Background: an optimization exercise with open tools, aiming at small area and a short achievable clock period. Do not read the settings as production practice. Where RTL was checked, it was by simulation tests only, not by an equivalence proof against the original. Power and IR drop assume default switching activity.

==> trial 64 <==
==> flow/design.v <==
`timescale 1ns/1ps
`timescale 1ns/1ps
module keep_add
(
    input logic [3:0] lo,
    input logic [7:0] keep,
    output logic [4:0] sum
);
    logic [7:0] t;
    logic [8:0] e;
    always_comb begin
        t = keep;
        {t[0], t[1]} = {t[0] | t[1], t[0] & t[1]};
        {t[2], t[3]} = {t[2] | t[3], t[2] & t[3]};
        {t[4], t[5]} = {t[4] | t[5], t[4] & t[5]};
        {t[6], t[7]} = {t[6] | t[7], t[6] & t[7]};
        {t[0], t[2]} = {t[0] | t[2], t[0] & t[2]};
        {t[1], t[3]} = {t[1] | t[3], t[1] & t[3]};
        {t[4], t[6]} = {t[4] | t[6], t[4] & t[6]};
        {t[5], t[7]} = {t[5] | t[7], t[5] & t[7]};
        {t[1], t[2]} = {t[1] | t[2], t[1] & t[2]};
        {t[5], t[6]} = {t[5] | t[6], t[5] & t[6]};
        {t[0], t[4]} = {t[0] | t[4], t[0] & t[4]};
        {t[1], t[5]} = {t[1] | t[5], t[1] & t[5]};
        {t[2], t[6]} = {t[2] | t[6], t[2] & t[6]};
        {t[3], t[7]} = {t[3] | t[7], t[3] & t[7]};
        {t[2], t[4]} = {t[2] | t[4], t[2] & t[4]};
        {t[3], t[5]} = {t[3] | t[5], t[3] & t[5]};
        {t[1], t[2]} = {t[1] | t[2], t[1] & t[2]};
        {t[3], t[4]} = {t[3] | t[4], t[3] & t[4]};
        {t[5], t[6]} = {t[5] | t[6], t[5] & t[6]};
        e[0] = ~t[0];
        for (int j = 1; j < 8; j++)
            e[j] = t[j-1] & ~t[j];
        e[8] = t[7];
        sum = '0;
        for (int j = 0; j < 9; j++)
            sum = sum | ({5{e[j]}} & ({1'b0, lo} + 5'(j)));
    end
endmodule
`timescale 1ns/1ps
module axis_gen
(
    input logic clk,
    input logic rst,
    input logic pause,
    input logic clear,
    output logic timeout,
    input logic [85:0] instr_tdata,
    input logic instr_tvalid,
    output logic instr_tready,
    output logic [63:0] traffic_tdata,
    output logic traffic_tvalid,
    output logic [7:0] traffic_tkeep,
    output logic traffic_tlast,
    output logic [3:0] traffic_tdest,
    input logic traffic_tready
);
    logic go;
    logic [7:0] repeat_cnt;
    logic repeat_zero;           
    logic [7:0] repeat_nxt;
    logic [77:0] instr_reg;
    logic [15:0] timeout_cnt;
    logic timeout_zero;          
    assign go = ~pause & traffic_tready;
    assign instr_tready = repeat_zero & go;
    always_comb begin
        repeat_nxt = repeat_cnt;
        if (go) begin
            if (~repeat_zero)
                repeat_nxt = repeat_cnt - 1'b1;
            else if (instr_tvalid && instr_tdata[85:78] != 8'd0)
                repeat_nxt = instr_tdata[85:78] - 1'b1;
        end
    end
    always_ff @(posedge clk) begin
        if (rst) begin
            repeat_cnt <= 8'd0;
            repeat_zero <= 1'b1;
        end
        else begin
            repeat_cnt <= repeat_nxt;
            repeat_zero <= repeat_nxt == 8'd0;
        end
    end
    always_ff @(posedge clk) begin
        if (rst)
            instr_reg <= '0;
        else if (instr_tready)
            instr_reg <= instr_tvalid ? instr_tdata[77:0] : 78'd0;
    end
    always_ff @(posedge clk) begin
        if (rst) begin
            traffic_tdata <= '0;
            traffic_tvalid <= 1'b0;
            traffic_tkeep <= '0;
            traffic_tlast <= 1'b0;
            traffic_tdest <= '0;
        end
        else if (go) begin
            traffic_tdata <= instr_reg[63:0];
            traffic_tvalid <= instr_reg[64];
            traffic_tkeep <= instr_reg[72:65];
            traffic_tlast <= instr_reg[73];
            traffic_tdest <= instr_reg[77:74];
        end
    end
    always_ff @(posedge clk) begin
        if (rst | traffic_tready) begin
            timeout_cnt <= 16'hffff;
            timeout_zero <= 1'b0;
        end
        else if (~timeout_zero) begin
            timeout_cnt <= timeout_cnt - 1'b1;
            timeout_zero <= timeout_cnt == 16'd1;
        end
    end
    always_ff @(posedge clk) begin
        if (rst | clear)
            timeout <= 1'b0;
        else if (timeout_zero)
            timeout <= 1'b1;
    end
endmodule
`timescale 1ns/1ps
module axis_mon
(
    input logic clk,
    input logic rst,
    input logic [63:0] tx_tdata,
    input logic tx_tvalid,
    input logic tx_tready,
    input logic [7:0] tx_tkeep,
    input logic tx_tlast,
    input logic [3:0] tx_tdest,
    input logic [63:0] rx_tdata,
    input logic rx_tvalid,
    input logic rx_tready,
    input logic [7:0] rx_tkeep,
    input logic rx_tlast,
    input logic [3:0] rx_tdest,
    output logic mismatch,
    output logic [19:0] time_cnt,
    output logic [19:0] tx_pkt_cnt,
    output logic [19:0] tx_time_elapsed,
    output logic [19:0] tx_transferred_size,
    output logic [19:0] rx_pkt_cnt,
    output logic [19:0] rx_time_elapsed,
    output logic [19:0] rx_transferred_size,
    output logic [19:0] latency_sum
);
    logic tx_hs, rx_hs;
    assign tx_hs = tx_tvalid & tx_tready;
    assign rx_hs = rx_tvalid & rx_tready;
    always_ff @(posedge clk) begin
        if (rst)
            time_cnt <= '0;
        else
            time_cnt <= time_cnt + 1'b1;
    end
    logic tx_started, rx_started;
    logic [19:0] tx_run, rx_run;
    always_ff @(posedge clk) begin
        if (rst) begin
            tx_started <= 1'b0;
            tx_run <= 20'd1;
            tx_time_elapsed <= '0;
        end
        else begin
            if (tx_hs) begin
                tx_started <= 1'b1;
                tx_time_elapsed <= tx_run;
            end
            if (tx_started)
                tx_run <= tx_run + 1'b1;
        end
    end
    always_ff @(posedge clk) begin
        if (rst) begin
            rx_started <= 1'b0;
            rx_run <= 20'd1;
            rx_time_elapsed <= '0;
        end
        else begin
            if (rx_hs) begin
                rx_started <= 1'b1;
                rx_time_elapsed <= rx_run;
            end
            if (rx_started)
                rx_run <= rx_run + 1'b1;
        end
    end
    logic [4:0] tx_lo, rx_lo;
    logic [15:0] tx_hi_inc, rx_hi_inc;
    keep_add u_tx_add (.lo(tx_transferred_size[3:0]), .keep(tx_tkeep), .sum(tx_lo));
    keep_add u_rx_add (.lo(rx_transferred_size[3:0]), .keep(rx_tkeep), .sum(rx_lo));
    always_comb begin
        tx_hi_inc[0] = 1'b1;
        rx_hi_inc[0] = 1'b1;
        for (int i = 1; i < 16; i++) begin
            tx_hi_inc[i] = tx_hi_inc[i-1] & tx_transferred_size[3+i];
            rx_hi_inc[i] = rx_hi_inc[i-1] & rx_transferred_size[3+i];
        end
    end
    always_ff @(posedge clk) begin
        if (rst) begin
            tx_pkt_cnt <= '0;
            tx_transferred_size <= '0;
            rx_pkt_cnt <= '0;
            rx_transferred_size <= '0;
        end
        else begin
            if (tx_hs & tx_tlast)
                tx_pkt_cnt <= tx_pkt_cnt + 1'b1;
            if (tx_hs)
                tx_transferred_size <= {tx_transferred_size[19:4] ^ (tx_hi_inc & {16{tx_lo[4]}}), tx_lo[3:0]};
            if (rx_hs & rx_tlast)
                rx_pkt_cnt <= rx_pkt_cnt + 1'b1;
            if (rx_hs)
                rx_transferred_size <= {rx_transferred_size[19:4] ^ (rx_hi_inc & {16{rx_lo[4]}}), rx_lo[3:0]};
        end
    end
    localparam int VW = 77;
    logic [VW-1:0] tx_vec, cmp_head;
    logic [VW-1:0] cmp_mem [16];
    logic [4:0] cmp_cnt;
    logic [3:0] cmp_wp, cmp_rp;
    logic cmp_empty, cmp_one, cmp_full;
    logic cmp_push, cmp_pop, cmp_head_new;
    assign tx_vec = {tx_tdest, tx_tlast, tx_tkeep, tx_tdata};
    assign cmp_empty = cmp_cnt == 5'd0;
    assign cmp_one = cmp_cnt == 5'd1;
    assign cmp_full = cmp_cnt == 5'd17;
    assign cmp_push = tx_hs & ~cmp_full;
    assign cmp_pop = rx_hs & ~mismatch & ~cmp_empty;
    assign cmp_head_new = cmp_empty | (cmp_pop & cmp_one);
    always_ff @(posedge clk) begin
        if (rst) begin
            cmp_cnt <= '0;
            cmp_wp <= '0;
            cmp_rp <= '0;
        end
        else begin
            cmp_cnt <= cmp_cnt + cmp_push - cmp_pop;
            if (cmp_push & ~cmp_head_new)
                cmp_wp <= cmp_wp + 1'b1;
            if (cmp_pop & ~cmp_one)
                cmp_rp <= cmp_rp + 1'b1;
        end
    end
    logic [VW-1:0] cmp_rd;
    always_comb begin
        cmp_rd = '0;
        for (int i = 0; i < 16; i++)
            cmp_rd = cmp_rd | ({VW{cmp_rp == i}} & cmp_mem[i]);
    end
    always_ff @(posedge clk) begin
        if (cmp_head_new)
            cmp_head <= tx_vec;
        else if (cmp_pop)
            cmp_head <= cmp_rd;
    end
    always_ff @(posedge clk) begin
        if (cmp_push & ~cmp_head_new)
            cmp_mem[cmp_wp] <= tx_vec;
    end
    logic rx_diff;
    always_comb begin
        rx_diff = rx_tkeep != cmp_head[71:64] || rx_tlast != cmp_head[72] || rx_tdest != cmp_head[76:73];
        for (int b = 0; b < 8; b++)
            if (cmp_head[64+b] && rx_tdata[b*8+:8] != cmp_head[b*8+:8])
                rx_diff = 1'b1;
    end
    always_ff @(posedge clk) begin
        if (rst)
            mismatch <= 1'b0;
        else if (rx_hs & (rx_diff | cmp_empty))
            mismatch <= 1'b1;
    end
    logic [19:0] lat_mem [16];
    logic [19:0] lat_age;
    logic [4:0] lat_cnt;
    logic [3:0] lat_wp, lat_rp;
    logic lat_empty, lat_one, lat_full;
    logic lat_in, lat_out, lat_push, lat_pop, lat_head_new;
    assign lat_in = tx_hs & tx_tlast & ~mismatch;
    assign lat_out = rx_hs & rx_tlast & ~mismatch;
    assign lat_empty = lat_cnt == 5'd0;
    assign lat_one = lat_cnt == 5'd1;
    assign lat_full = lat_cnt == 5'd17;
    assign lat_push = lat_in & ~lat_full;
    assign lat_pop = lat_out & ~lat_empty;
    assign lat_head_new = lat_empty | (lat_pop & lat_one);
    logic [19:0] lat_rd;
    always_comb begin
        lat_rd = '0;
        for (int i = 0; i < 16; i++)
            lat_rd = lat_rd | ({20{lat_rp == i}} & lat_mem[i]);
    end
    always_ff @(posedge clk) begin
        if (rst) begin
            lat_cnt <= '0;
            lat_wp <= '0;
            lat_rp <= '0;
            lat_age <= 20'hfffff;
        end
        else begin
            lat_cnt <= lat_cnt + lat_push - lat_pop;
            if (lat_push & ~lat_head_new)
                lat_wp <= lat_wp + 1'b1;
            if (lat_pop & ~lat_one)
                lat_rp <= lat_rp + 1'b1;
            if (lat_head_new)
                lat_age <= '0;
            else if (lat_pop)
                lat_age <= time_cnt - lat_rd;
            else
                lat_age <= lat_age + 1'b1;
        end
    end
    always_ff @(posedge clk) begin
        if (lat_push & ~lat_head_new)
            lat_mem[lat_wp] <= time_cnt;
    end
    always_ff @(posedge clk) begin
        if (rst)
            latency_sum <= '0;
        else if (lat_out)
            latency_sum <= latency_sum + lat_age + 1'b1;
    end
endmodule
`timescale 1ns/1ps
module easyobv_lb
(
    input logic clk,
    input logic rst,
    input logic pause,
    input logic clear,
    output logic timeout,
    input logic [87:0] instr_tdata,
    input logic instr_tvalid,
    output logic instr_tready,
    output logic [63:0] traffic_tdata,
    output logic traffic_tvalid,
    output logic [7:0] traffic_tkeep,
    output logic traffic_tlast,
    output logic [3:0] traffic_tdest,
    input logic traffic_tready,
    input logic [63:0] rx_mon_tdata,
    input logic rx_mon_tvalid,
    input logic rx_mon_tready,
    input logic [7:0] rx_mon_tkeep,
    input logic rx_mon_tlast,
    input logic [3:0] rx_mon_tdest,
    output logic mismatch,
    output logic [19:0] time_cnt,
    output logic [19:0] tx_pkt_cnt,
    output logic [19:0] tx_time_elapsed,
    output logic [19:0] tx_transferred_size,
    output logic [19:0] rx_pkt_cnt,
    output logic [19:0] rx_time_elapsed,
    output logic [19:0] rx_transferred_size,
    output logic [19:0] latency_sum
);
    axis_gen u_axis_gen (
        .clk            (clk),
        .rst            (rst),
        .pause          (pause),
        .clear          (clear),
        .timeout        (timeout),
        .instr_tdata    (instr_tdata[85:0]),
        .instr_tvalid   (instr_tvalid),
        .instr_tready   (instr_tready),
        .traffic_tdata  (traffic_tdata),
        .traffic_tvalid (traffic_tvalid),
        .traffic_tkeep  (traffic_tkeep),
        .traffic_tlast  (traffic_tlast),
        .traffic_tdest  (traffic_tdest),
        .traffic_tready (traffic_tready)
    );
    axis_mon u_axis_mon (
        .clk                 (clk),
        .rst                 (rst | clear),
        .tx_tdata            (traffic_tdata),
        .tx_tvalid           (traffic_tvalid),
        .tx_tready           (traffic_tready),
        .tx_tkeep            (traffic_tkeep),
        .tx_tlast            (traffic_tlast),
        .tx_tdest            (traffic_tdest),
        .rx_tdata            (rx_mon_tdata),
        .rx_tvalid           (rx_mon_tvalid),
        .rx_tready           (rx_mon_tready),
        .rx_tkeep            (rx_mon_tkeep),
        .rx_tlast            (rx_mon_tlast),
        .rx_tdest            (rx_mon_tdest),
        .mismatch            (mismatch),
        .time_cnt            (time_cnt),
        .tx_pkt_cnt          (tx_pkt_cnt),
        .tx_time_elapsed     (tx_time_elapsed),
        .tx_transferred_size (tx_transferred_size),
        .rx_pkt_cnt          (rx_pkt_cnt),
        .rx_time_elapsed     (rx_time_elapsed),
        .rx_transferred_size (rx_transferred_size),
        .latency_sum         (latency_sum)
    );
endmodule
==> flow/run.sh <==
#!/bin/bash
# synth_recipe.tcl (not shown) runs the flow's synth.tcl, then flattens the netlist and writes it again
# the make line also repeats each setting of config.mk as NAME=value (left out here)
make -C /OpenROAD-flow-scripts/flow DESIGN_CONFIG=/design/flow/config.mk WORK_HOME=/design/flow/orfs CLKGATE_MAP_FILE= SYNTH_SCRIPT=/design/flow/synth_recipe.tcl finish
==> flow/config.mk <==
export PLATFORM = sky130hd
export DESIGN_NAME = easyobv_lb
export DESIGN_NICKNAME = easyobv_lb
export VERILOG_FILES = /design/flow/design.v
export SDC_FILE = /design/flow/constraint.sdc
export NUM_CORES = 4
export LEC_CHECK = 0
export CAP_MARGIN = 20
export CORE_MARGIN = 2
export CORE_UTILIZATION = 55
export CTS_CLUSTER_DIAMETER = 100
export CTS_CLUSTER_SIZE = 30
export SETUP_SLACK_MARGIN = 3.5
export SLEW_MARGIN = 20
==> flow/constraint.sdc <==
create_clock -name core_clock -period 7.0 [get_ports {clk}]
set_input_delay 1.4000 -clock core_clock [delete_from_list [all_inputs] [get_ports {clk}]]
set_output_delay 1.4000 -clock core_clock [all_outputs]
set_load 0.01 [all_outputs]
==> build 90 (differences from trial 64) <==
--- a/flow/design.v
+++ b/flow/design.v
@@ -1,12 +1,10 @@
 `timescale 1ns/1ps
 `timescale 1ns/1ps
-module keep_add
+module keep_therm
 (
-    input logic [3:0] lo,
     input logic [7:0] keep,
-    output logic [4:0] sum
+    output logic [7:0] therm
 );
     logic [7:0] t;
-    logic [8:0] e;
     always_comb begin
         t = keep;
@@ -30,8 +28,19 @@
         {t[3], t[4]} = {t[3] | t[4], t[3] & t[4]};
         {t[5], t[6]} = {t[5] | t[6], t[5] & t[6]};
-        e[0] = ~t[0];
+        therm = t;
+    end
+endmodule
+module therm_add
+(
+    input logic [3:0] lo,
+    input logic [7:0] therm,
+    output logic [4:0] sum
+);
+    logic [8:0] e;
+    always_comb begin
+        e[0] = ~therm[0];
         for (int j = 1; j < 8; j++)
-            e[j] = t[j-1] & ~t[j];
-        e[8] = t[7];
+            e[j] = therm[j-1] & ~therm[j];
+        e[8] = therm[7];
         sum = '0;
         for (int j = 0; j < 9; j++)
@@ -39,4 +48,39 @@
     end
 endmodule
+module inc_flip
+(
+    input logic [15:0] hi,
+    output logic [15:0] flip
+);
+    always_comb begin
+        flip[0] = 1'b1;
+        for (int i = 1; i < 16; i++)
+            flip[i] = flip[i-1] & hi[i-1];
+    end
+endmodule
+module cond_inc
+(
+    input logic [15:0] hi,
+    input logic [15:0] flip,
+    input logic carry,
+    output logic [15:0] hi_nxt
+);
+    assign hi_nxt = hi ^ (flip & {16{carry}});
+endmodule
+module size_next
+(
+    input logic [19:0] size,
+    input logic [7:0] keep,
+    output logic [19:0] size_nxt
+);
+    logic [7:0] therm;
+    logic [4:0] lo;
+    logic [15:0] flip;
+    keep_therm u_therm (.keep(keep), .therm(therm));
+    therm_add u_add (.lo(size[3:0]), .therm(therm), .sum(lo));
+    inc_flip u_flip (.hi(size[19:4]), .flip(flip));
+    cond_inc u_inc (.hi(size[19:4]), .flip(flip), .carry(lo[4]), .hi_nxt(size_nxt[19:4]));
+    assign size_nxt[3:0] = lo[3:0];
+endmodule
 `timescale 1ns/1ps
 module axis_gen
@@ -192,16 +236,7 @@
         end
     end
-    logic [4:0] tx_lo, rx_lo;
-    logic [15:0] tx_hi_inc, rx_hi_inc;
-    keep_add u_tx_add (.lo(tx_transferred_size[3:0]), .keep(tx_tkeep), .sum(tx_lo));
-    keep_add u_rx_add (.lo(rx_transferred_size[3:0]), .keep(rx_tkeep), .sum(rx_lo));
-    always_comb begin
-        tx_hi_inc[0] = 1'b1;
-        rx_hi_inc[0] = 1'b1;
-        for (int i = 1; i < 16; i++) begin
-            tx_hi_inc[i] = tx_hi_inc[i-1] & tx_transferred_size[3+i];
-            rx_hi_inc[i] = rx_hi_inc[i-1] & rx_transferred_size[3+i];
-        end
-    end
+    logic [19:0] tx_size_nxt, rx_size_nxt;
+    size_next u_tx_size (.size(tx_transferred_size), .keep(tx_tkeep), .size_nxt(tx_size_nxt));
+    size_next u_rx_size (.size(rx_transferred_size), .keep(rx_tkeep), .size_nxt(rx_size_nxt));
     always_ff @(posedge clk) begin
         if (rst) begin
@@ -215,9 +250,9 @@
                 tx_pkt_cnt <= tx_pkt_cnt + 1'b1;
             if (tx_hs)
-                tx_transferred_size <= {tx_transferred_size[19:4] ^ (tx_hi_inc & {16{tx_lo[4]}}), tx_lo[3:0]};
+                tx_transferred_size <= tx_size_nxt;
             if (rx_hs & rx_tlast)
                 rx_pkt_cnt <= rx_pkt_cnt + 1'b1;
             if (rx_hs)
-                rx_transferred_size <= {rx_transferred_size[19:4] ^ (rx_hi_inc & {16{rx_lo[4]}}), rx_lo[3:0]};
+                rx_transferred_size <= rx_size_nxt;
         end
     end
@@ -226,5 +261,5 @@
     logic [VW-1:0] cmp_mem [16];
     logic [4:0] cmp_cnt;
-    logic [3:0] cmp_wp, cmp_rp;
+    logic [15:0] cmp_wp, cmp_rp;    
     logic cmp_empty, cmp_one, cmp_full;
     logic cmp_push, cmp_pop, cmp_head_new;
@@ -239,13 +274,13 @@
         if (rst) begin
             cmp_cnt <= '0;
-            cmp_wp <= '0;
-            cmp_rp <= '0;
+            cmp_wp <= 16'd1;
+            cmp_rp <= 16'd1;
         end
         else begin
             cmp_cnt <= cmp_cnt + cmp_push - cmp_pop;
             if (cmp_push & ~cmp_head_new)
-                cmp_wp <= cmp_wp + 1'b1;
+                cmp_wp <= {cmp_wp[14:0], cmp_wp[15]};
             if (cmp_pop & ~cmp_one)
-                cmp_rp <= cmp_rp + 1'b1;
+                cmp_rp <= {cmp_rp[14:0], cmp_rp[15]};
         end
     end
@@ -254,5 +289,5 @@
         cmp_rd = '0;
         for (int i = 0; i < 16; i++)
-            cmp_rd = cmp_rd | ({VW{cmp_rp == i}} & cmp_mem[i]);
+            cmp_rd = cmp_rd | ({VW{cmp_rp[i]}} & cmp_mem[i]);
     end
     always_ff @(posedge clk) begin
@@ -263,6 +298,7 @@
     end
     always_ff @(posedge clk) begin
-        if (cmp_push & ~cmp_head_new)
-            cmp_mem[cmp_wp] <= tx_vec;
+        for (int i = 0; i < 16; i++)
+            if (cmp_push & ~cmp_head_new & cmp_wp[i])
+                cmp_mem[i] <= tx_vec;
     end
     logic rx_diff;
@@ -280,8 +316,9 @@
     end
     logic [19:0] lat_mem [16];
-    logic [19:0] lat_age;
+    logic [19:0] lat_age, lat_next;
     logic [4:0] lat_cnt;
-    logic [3:0] lat_wp, lat_rp;
-    logic lat_empty, lat_one, lat_full;
+    logic [3:0] lat_wp;
+    logic [15:0] lat_rp3;           
+    logic lat_empty, lat_one, lat_two_up, lat_three_up, lat_full;
     logic lat_in, lat_out, lat_push, lat_pop, lat_head_new;
     assign lat_in = tx_hs & tx_tlast & ~mismatch;
@@ -289,13 +326,14 @@
     assign lat_empty = lat_cnt == 5'd0;
     assign lat_one = lat_cnt == 5'd1;
+    assign lat_three_up = lat_cnt >= 5'd3;
     assign lat_full = lat_cnt == 5'd17;
     assign lat_push = lat_in & ~lat_full;
     assign lat_pop = lat_out & ~lat_empty;
     assign lat_head_new = lat_empty | (lat_pop & lat_one);
-    logic [19:0] lat_rd;
+    logic [19:0] lat_rd3;
     always_comb begin
-        lat_rd = '0;
+        lat_rd3 = '0;
         for (int i = 0; i < 16; i++)
-            lat_rd = lat_rd | ({20{lat_rp == i}} & lat_mem[i]);
+            lat_rd3 = lat_rd3 | ({20{lat_rp3[i]}} & lat_mem[i]);
     end
     always_ff @(posedge clk) begin
@@ -303,5 +341,5 @@
             lat_cnt <= '0;
             lat_wp <= '0;
-            lat_rp <= '0;
+            lat_rp3 <= 16'd2;
             lat_age <= 20'hfffff;
         end
@@ -311,9 +349,9 @@
                 lat_wp <= lat_wp + 1'b1;
             if (lat_pop & ~lat_one)
-                lat_rp <= lat_rp + 1'b1;
+                lat_rp3 <= {lat_rp3[14:0], lat_rp3[15]};
             if (lat_head_new)
                 lat_age <= '0;
             else if (lat_pop)
-                lat_age <= time_cnt - lat_rd;
+                lat_age <= time_cnt - lat_next;
             else
                 lat_age <= lat_age + 1'b1;
@@ -321,4 +359,10 @@
     end
     always_ff @(posedge clk) begin
+        if (lat_pop & lat_three_up)
+            lat_next <= lat_rd3;
+        else if (lat_pop | (lat_push & lat_one))
+            lat_next <= time_cnt;
+    end
+    always_ff @(posedge clk) begin
         if (lat_push & ~lat_head_new)
             lat_mem[lat_wp] <= time_cnt;
==> flow/flow/run.sh (new file) <==
#!/bin/bash
# The standard layout, with plain buf_1 cells as the port buffers instead of the
# delay buffers buffer_ports picks by default.
set -euo pipefail
export BUFFER_PORTS_ARGS="-buffer_cell sky130_fd_sc_hd__buf_1"
bash standard.sh > standard_flow.log 2>&1
==> flow/standard.sh (new file) <==
#!/bin/bash
# synth_recipe.tcl (not shown) runs the flow's synth.tcl, then flattens the netlist and writes it again
# the make line also repeats each setting of config.mk as NAME=value (left out here)
make -C /OpenROAD-flow-scripts/flow DESIGN_CONFIG=/design/flow/config.mk WORK_HOME=/design/flow/orfs CLKGATE_MAP_FILE= SYNTH_SCRIPT=/design/flow/synth_recipe.tcl "${@:-finish}"
Settings changed: CTS_CLUSTER_DIAMETER 100 to 80, CTS_CLUSTER_SIZE 30 to 24, SYNTH_HIERARCHICAL set to 1, SYNTH_MINIMUM_KEEP_SIZE set to 0.
removed: flow/run.sh
==> build 57 (differences from trial 64) <==
--- a/flow/design.v
+++ b/flow/design.v
@@ -1,42 +1,4 @@
 `timescale 1ns/1ps
 `timescale 1ns/1ps
-module keep_add
-(
-    input logic [3:0] lo,
-    input logic [7:0] keep,
-    output logic [4:0] sum
-);
-    logic [7:0] t;
-    logic [8:0] e;
-    always_comb begin
-        t = keep;
-        {t[0], t[1]} = {t[0] | t[1], t[0] & t[1]};
-        {t[2], t[3]} = {t[2] | t[3], t[2] & t[3]};
-        {t[4], t[5]} = {t[4] | t[5], t[4] & t[5]};
-        {t[6], t[7]} = {t[6] | t[7], t[6] & t[7]};
-        {t[0], t[2]} = {t[0] | t[2], t[0] & t[2]};
-        {t[1], t[3]} = {t[1] | t[3], t[1] & t[3]};
-        {t[4], t[6]} = {t[4] | t[6], t[4] & t[6]};
-        {t[5], t[7]} = {t[5] | t[7], t[5] & t[7]};
-        {t[1], t[2]} = {t[1] | t[2], t[1] & t[2]};
-        {t[5], t[6]} = {t[5] | t[6], t[5] & t[6]};
-        {t[0], t[4]} = {t[0] | t[4], t[0] & t[4]};
-        {t[1], t[5]} = {t[1] | t[5], t[1] & t[5]};
-        {t[2], t[6]} = {t[2] | t[6], t[2] & t[6]};
-        {t[3], t[7]} = {t[3] | t[7], t[3] & t[7]};
-        {t[2], t[4]} = {t[2] | t[4], t[2] & t[4]};
-        {t[3], t[5]} = {t[3] | t[5], t[3] & t[5]};
-        {t[1], t[2]} = {t[1] | t[2], t[1] & t[2]};
-        {t[3], t[4]} = {t[3] | t[4], t[3] & t[4]};
-        {t[5], t[6]} = {t[5] | t[6], t[5] & t[6]};
-        e[0] = ~t[0];
-        for (int j = 1; j < 8; j++)
-            e[j] = t[j-1] & ~t[j];
-        e[8] = t[7];
-        sum = '0;
-        for (int j = 0; j < 9; j++)
-            sum = sum | ({5{e[j]}} & ({1'b0, lo} + 5'(j)));
-    end
-endmodule
 `timescale 1ns/1ps
 module axis_gen
@@ -192,14 +154,11 @@
         end
     end
-    logic [4:0] tx_lo, rx_lo;
-    logic [15:0] tx_hi_inc, rx_hi_inc;
-    keep_add u_tx_add (.lo(tx_transferred_size[3:0]), .keep(tx_tkeep), .sum(tx_lo));
-    keep_add u_rx_add (.lo(rx_transferred_size[3:0]), .keep(rx_tkeep), .sum(rx_lo));
+    logic [3:0] tx_bytes, rx_bytes;
     always_comb begin
-        tx_hi_inc[0] = 1'b1;
-        rx_hi_inc[0] = 1'b1;
-        for (int i = 1; i < 16; i++) begin
-            tx_hi_inc[i] = tx_hi_inc[i-1] & tx_transferred_size[3+i];
-            rx_hi_inc[i] = rx_hi_inc[i-1] & rx_transferred_size[3+i];
+        tx_bytes = '0;
+        rx_bytes = '0;
+        for (int i = 0; i < 8; i++) begin
+            tx_bytes = tx_bytes + tx_tkeep[i];
+            rx_bytes = rx_bytes + rx_tkeep[i];
         end
     end
@@ -215,9 +174,9 @@
                 tx_pkt_cnt <= tx_pkt_cnt + 1'b1;
             if (tx_hs)
-                tx_transferred_size <= {tx_transferred_size[19:4] ^ (tx_hi_inc & {16{tx_lo[4]}}), tx_lo[3:0]};
+                tx_transferred_size <= tx_transferred_size + tx_bytes;
             if (rx_hs & rx_tlast)
                 rx_pkt_cnt <= rx_pkt_cnt + 1'b1;
             if (rx_hs)
-                rx_transferred_size <= {rx_transferred_size[19:4] ^ (rx_hi_inc & {16{rx_lo[4]}}), rx_lo[3:0]};
+                rx_transferred_size <= rx_transferred_size + rx_bytes;
         end
     end
@@ -250,15 +209,9 @@
         end
     end
-    logic [VW-1:0] cmp_rd;
-    always_comb begin
-        cmp_rd = '0;
-        for (int i = 0; i < 16; i++)
-            cmp_rd = cmp_rd | ({VW{cmp_rp == i}} & cmp_mem[i]);
-    end
     always_ff @(posedge clk) begin
         if (cmp_head_new)
             cmp_head <= tx_vec;
         else if (cmp_pop)
-            cmp_head <= cmp_rd;
+            cmp_head <= cmp_mem[cmp_rp];
     end
     always_ff @(posedge clk) begin
@@ -293,10 +246,4 @@
     assign lat_pop = lat_out & ~lat_empty;
     assign lat_head_new = lat_empty | (lat_pop & lat_one);
-    logic [19:0] lat_rd;
-    always_comb begin
-        lat_rd = '0;
-        for (int i = 0; i < 16; i++)
-            lat_rd = lat_rd | ({20{lat_rp == i}} & lat_mem[i]);
-    end
     always_ff @(posedge clk) begin
         if (rst) begin
@@ -315,5 +262,5 @@
                 lat_age <= '0;
             else if (lat_pop)
-                lat_age <= time_cnt - lat_rd;
+                lat_age <= time_cnt - lat_mem[lat_rp];
             else
                 lat_age <= lat_age + 1'b1;
Settings changed: CORE_UTILIZATION 55 to 40, CTS_CLUSTER_DIAMETER 100 to unset, CTS_CLUSTER_SIZE 30 to unset, SETUP_SLACK_MARGIN 3.5 to unset.
==> comparison <==
Area after synthesis: build 90 > build 57 > trial 64.
Build 90 went through all stages and came out clean. Build 57 went through all stages and came out clean. Trial 64 produced a clean layout.
Against trial 64, the global-route usage of build 57 is lower by 12 points.
Hold slack, highest first: build 90, build 57, trial 64.
The lowest clock skew belongs to build 90, the highest to build 57.
The lowest core utilization belongs to build 57, the highest to trial 64.
The highest critical path depth belongs to trial 64, the lowest to build 90.
Via count: build 90 > trial 64 > build 57.
In sequential power, build 57 and trial 64 hardly differ.
For trial 64 and build 57, only the layout was checked, not whether the RTL still works.

-- afterwards: timing with drivers on the ports --
Ports are ideal in the flow. The routed layouts listed here were re-timed in OpenROAD. Step 1 sets driving cells, clkbuf_16 on the clock port and buf_2 on the other inputs (assumed; they add their load-dependent delay and slew). Step 2 times the ports against the registers' clock, not the clock port: input delays grow and output delays shrink by t, the midpoint of the rising clock arrivals with the driver on. Slacks: no drivers / after step 1 / after step 2; pairs: no drivers / after step 1.
| run | t (ns) | setup WS [ns] | latest minus earliest clock arrival (ns) |
|---|---|---|---|
| trial 64 | 0.809 | 3.008 / 3.008 / 2.673 | 0.036 / 0.035 |
| build 90 | 0.827 | 3.519 / 3.454 / 2.763 | 0.033 / 0.032 |
| build 57 | 0.909 | 1.537 / 1.604 / 0.695 | 0.099 / 0.100 |
After both steps setup and hold are still met in every run listed. For build 57, which loses most, drivers alone change the setup slack by +0.067 ns; drivers and shift together by -0.842 ns.
